Background: an optimization exercise with open tools, aiming at small area and a short achievable clock period. Do not read the settings as production practice. RTL that was checked went through simulation tests only; none was proved equivalent to the original.

job 8736:
// fft_butterfly
module fft_butterfly(clk, rst, in_valid, k,
                     ar, ai, br, bi,
                     out_valid, y0r, y0i, y1r, y1i);
Size in the first run: roughly 3300 cells after synthesis, about 400 flip-flops, roughly 160 I/O pins, ~31000 um^2 of cells after synthesis.
Settings: LEC_CHECK=0, ABC_AREA=1, CAP_MARGIN=50, CORE_MARGIN=2, CORE_UTILIZATION=55, CTS_BUF_LIST=sky130_fd_sc_hd__clkbuf_4 sky130_fd_sc_hd__clkbuf_8, PLACE_DENSITY=0.7, SLEW_MARGIN=70, SYNTH_HIERARCHICAL=1, SYNTH_MEMORY_MAX_BITS=32768; clock period 10.0 ns.
standard.sh (not shown) runs the stock make flow with config.mk's settings and CLKGATE_MAP_FILE= SYNTH_SCRIPT=/design/flow/synth_recipe.tcl, a recipe that flattens the netlist after the stock synthesis.
==> flow/flow/run.sh <==
#!/bin/bash
# Layout flow: the standard ORFS flow (standard.sh, unchanged synthesis),
# with two changes to how the layout is made:
#  - the port buffers are sky130_fd_sc_hd__buf_2 cells instead of the delay
#    buffers buffer_ports picks by default (every port still gets a buffer);
#  - ORFS's repair_timing steps aim at a setup margin of SETUP_MARGIN ns below
#    the 10 ns clock, so they size up the slowest paths.
# The clock period and constraints are the design's. Each tool's output goes
# to flow.log here; ORFS keeps its per-step logs under orfs/logs/.
set -euo pipefail
cd "$(dirname "$0")/.."
SETUP_MARGIN=$(cat flow/setup_margin.txt)
bash standard.sh "BUFFER_PORTS_ARGS=-buffer_cell sky130_fd_sc_hd__buf_2" \
  "SETUP_SLACK_MARGIN=$SETUP_MARGIN" finish > flow.log 2>&1
==> flow/flow/setup_margin.txt <==
6.4
The inputs of job 4112 differ from those of job 8736 as listed below.
==> flow/flow/setup_margin.txt <==
6.2
Findings:
| design area | job 4112 vs job 8736 | better |
Cell count along the critical path: job 4112 vs job 8736 down 1
The core of job 4112 is less densely filled than that of job 8736.
> inputs changed (job 4112 -> job 9540)
==> flow/flow/setup_margin.txt <==
6.5
[summary]
- Cmp job 9540 vs job 4112: routed wire length higher in job 9540
- Max freq job 4112 -> job 9540: improved
- Job 4112 and job 9540 ended up with nearly the same worst hold slack.
- Job 4112 | status: complete | timing, DRC, antenna: pass
- In summary, job 9540 completed successfully, with a layout that passed the timing, DRC and antenna checks.

## red
Another version of the RTL of fft_butterfly (not shown whole).
Size in the first run: about 3,200 cells after synthesis, about 390 flip-flops, roughly 31,000 sq um of cells after synthesis.
export LEC_CHECK = 0
export ABC_AREA = 1
export CAP_MARGIN = 50
export CORE_MARGIN = 2
export CORE_UTILIZATION = 60
export CTS_BUF_LIST = sky130_fd_sc_hd__clkbuf_4 sky130_fd_sc_hd__clkbuf_8
export CTS_CLUSTER_DIAMETER = 60
export CTS_CLUSTER_SIZE = 14
export PLACE_DENSITY = 0.72
export SLEW_MARGIN = 70
export SYNTH_HIERARCHICAL = 1
export SYNTH_MEMORY_MAX_BITS = 32768
create_clock -name core_clock -period 10.0 [get_ports {clk}]
==> flow/flow/run.sh <==
#!/bin/bash
# Layout flow: the standard ORFS flow (standard.sh, unchanged synthesis),
# with two changes to how the layout is made:
#  - the port buffers are sky130_fd_sc_hd__buf_1 cells instead of the delay
#    buffers buffer_ports picks by default (every port still gets a buffer);
#  - ORFS's repair_timing steps aim at a setup margin of SETUP_MARGIN ns below
#    the 10 ns clock, so they size up the slowest paths.
# The clock period and constraints are the design's. Each tool's output goes
# to flow.log here; ORFS keeps its per-step logs under orfs/logs/.
set -euo pipefail
cd "$(dirname "$0")/.."
SETUP_MARGIN=$(cat flow/setup_margin.txt)
bash standard.sh "BUFFER_PORTS_ARGS=-buffer_cell sky130_fd_sc_hd__buf_1" \
  "SETUP_SLACK_MARGIN=$SETUP_MARGIN" finish > flow.log 2>&1
==> flow/flow/setup_margin.txt <==
6.4
red: all stages complete, timing, DRC and antenna checks passed
[inputs] blue vs red
- swapping 0.72 for 0.7 in PLACE_DENSITY
- clearing CTS_CLUSTER_DIAMETER, which used to be 60
- clearing CTS_CLUSTER_SIZE, which used to be 14
- swapping 60 for 55 in CORE_UTILIZATION
diff --git a/flow/flow/run.sh b/flow/flow/run.sh
--- a/flow/flow/run.sh
+++ b/flow/flow/run.sh
@@ -4 +4 @@
-#  - the port buffers are sky130_fd_sc_hd__buf_1 cells instead of the delay
+#  - the port buffers are sky130_fd_sc_hd__buf_2 cells instead of the delay
@@ -13 +13 @@
-bash standard.sh "BUFFER_PORTS_ARGS=-buffer_cell sky130_fd_sc_hd__buf_1" \
+bash standard.sh "BUFFER_PORTS_ARGS=-buffer_cell sky130_fd_sc_hd__buf_2" \
Notes after the runs:
Max register-to-register slack across blue and red: blue
The largest driver fanout on the critical path in blue sits 17 below the value recorded for red.
Taking red as the reference, in blue worst setup slack higher, multi-input gate share of the layout cell area lower.
Relative to blue, the following input files were edited for green:
- CORE_UTILIZATION changed from 55 to 60
- PLACE_DENSITY changed from 0.7 to 0.72
diff --git a/flow/flow/run.sh b/flow/flow/run.sh
--- a/flow/flow/run.sh
+++ b/flow/flow/run.sh
@@ -4 +4 @@
-#  - the port buffers are sky130_fd_sc_hd__buf_2 cells instead of the delay
+#  - the port buffers are sky130_fd_sc_hd__buf_1 cells instead of the delay
@@ -13 +13 @@
-bash standard.sh "BUFFER_PORTS_ARGS=-buffer_cell sky130_fd_sc_hd__buf_2" \
+bash standard.sh "BUFFER_PORTS_ARGS=-buffer_cell sky130_fd_sc_hd__buf_1" \
==> comparison <==
- Per the final summary, green finished and its layout is clean on timing, DRC and antenna.
- Taking blue as the reference point, the period utilization of green rises by 0.58 points.
- | clock tree cell share of total cell area | blue vs green | ≈ equal |
- Count of clock-buffer cells in the layout of green exceeds that of blue by a little under 10%.
- Compared with blue, green shows a higher global routing usage on met3.
- blue and green ended up with nearly the same sequential cell area in the final layout.
No run of this note included a check of the RTL's function; only the layout flow was run.

Another version of the RTL of fft_butterfly (not shown whole).
Size in the first run: roughly 3800 cells after synthesis, about 450 flip-flops, about 160 I/O pins.
Settings: LEC_CHECK=0, ABC_AREA=1, CAP_MARGIN=50, CORE_MARGIN=2, CORE_UTILIZATION=40, PLACE_DENSITY=0.6, SLEW_MARGIN=70, SYNTH_HIERARCHICAL=1, SYNTH_MEMORY_MAX_BITS=32768; clock period 10.0 ns.
==> flow/flow/run.sh <==
#!/bin/bash
# Layout flow: the standard ORFS flow (standard.sh, unchanged synthesis),
# with two changes to how the layout is made:
#  - the port buffers are sky130_fd_sc_hd__buf_2 cells instead of the delay
#    buffers buffer_ports picks by default (every port still gets a buffer);
#  - ORFS's repair_timing steps aim at a setup margin of SETUP_MARGIN ns below
#    the 10 ns clock, so they size up the slowest paths.
# The clock period and constraints are the design's. Each tool's output goes
# to flow.log here; ORFS keeps its per-step logs under orfs/logs/.
set -euo pipefail
cd "$(dirname "$0")/.."
SETUP_MARGIN=$(cat flow/setup_margin.txt)
bash standard.sh "BUFFER_PORTS_ARGS=-buffer_cell sky130_fd_sc_hd__buf_2" \
  "SETUP_SLACK_MARGIN=$SETUP_MARGIN" finish > flow.log 2>&1
==> flow/flow/setup_margin.txt <==
6.3
==> next run, changes <==
==> flow/run.sh (new file) <==
#!/bin/bash
# synth_recipe.tcl (not shown) runs the flow's synth.tcl, then flattens the netlist and writes it again
# the make line also repeats each setting of config.mk as NAME=value (left out here)
make -C /OpenROAD-flow-scripts/flow DESIGN_CONFIG=/design/flow/config.mk WORK_HOME=/design/flow/orfs CLKGATE_MAP_FILE= SYNTH_SCRIPT=/design/flow/synth_recipe.tcl finish
removed: flow/flow/run.sh
removed: flow/flow/setup_margin.txt
removed: flow/standard.sh
Effect: Final cell count is about the same. Fmax decreases by about 10%. Via count came out higher by about 1.3%. Sequential share of layout area drops by 0.52 points. Wire length rose by 5.3%. Area after synthesis stays the same. Synthesized cell count does not change. First-iteration DRC count falls by about 5%.
==> next run, changes <==
==> flow/flow/run.sh (new file) <==
#!/bin/bash
# Layout flow: the standard ORFS flow (standard.sh, unchanged synthesis),
# with the port buffers made of sky130_fd_sc_hd__buf_2 cells instead of the
# delay-buffer cells buffer_ports picks by default. Every input and output
# port still gets its own buffer. Each tool's output goes to flow.log here;
# ORFS keeps its per-step logs under orfs/logs/.
set -euo pipefail
cd "$(dirname "$0")/.."
bash standard.sh "BUFFER_PORTS_ARGS=-buffer_cell sky130_fd_sc_hd__buf_2" finish > flow.log 2>&1
==> flow/standard.sh (new file) <==
#!/bin/bash
# synth_recipe.tcl (not shown) runs the flow's synth.tcl, then flattens the netlist and writes it again
# the make line also repeats each setting of config.mk as NAME=value (left out here)
make -C /OpenROAD-flow-scripts/flow DESIGN_CONFIG=/design/flow/config.mk WORK_HOME=/design/flow/orfs CLKGATE_MAP_FILE= SYNTH_SCRIPT=/design/flow/synth_recipe.tcl "${@:-finish}"
Settings changed: CAP_MARGIN 50 to 20, SLEW_MARGIN 70 to 20.
removed: flow/run.sh
=>
- The changed run passed the timing, DRC and antenna checks
- wire length goes down by 5.5%
- cell count goes down by 0.32%
- global-route usage goes down by 1.2 points
- synthesized cell count does not change
- design area goes down by 3.6%
- fmax goes down by 2.3%

==> afterwards: timing with drivers on the ports <==
Ports are ideal in the flow. The routed layouts listed here were re-timed in OpenROAD.
Step 1: set_driving_cell puts a clkbuf_16 on clk and a buf_2 on each other input, an assumption about the parent block.
Step 2, shift: input delay + t, output delay - t, t = (earliest + latest rising clock arrival at the registers) / 2. This alone moves slack from input paths to output paths.
a / b / c = no drivers / after step 1 / after step 2; a / b = the first two.
run	t, ns	slack for setup (ns)	hold slack, ns
job 8736	0.724	6.425 / 6.425 / 6.425	0.308 / 0.308 / 0.308
job 4112	0.714	6.206 / 6.206 / 6.206	0.309 / 0.309 / 0.309
job 9540	0.734	6.401 / 6.401 / 6.401	0.309 / 0.309 / 0.309
red	0.705	6.319 / 6.319 / 6.319	0.316 / 0.316 / 0.316
blue	0.732	6.398 / 6.398 / 6.398	0.319 / 0.319 / 0.319
green	0.734	6.340 / 6.340 / 6.340	0.305 / 0.305 / 0.305
the first run of note 3	0.692	6.399 / 6.399 / 6.399	0.324 / 0.324 / 0.324
the second run of note 3	0.685	5.992 / 5.992 / 5.992	0.321 / 0.321 / 0.321
the third run of note 3	0.694	5.898 / 5.898 / 5.898	0.320 / 0.320 / 0.320
After both steps setup and hold are still met in every run listed.
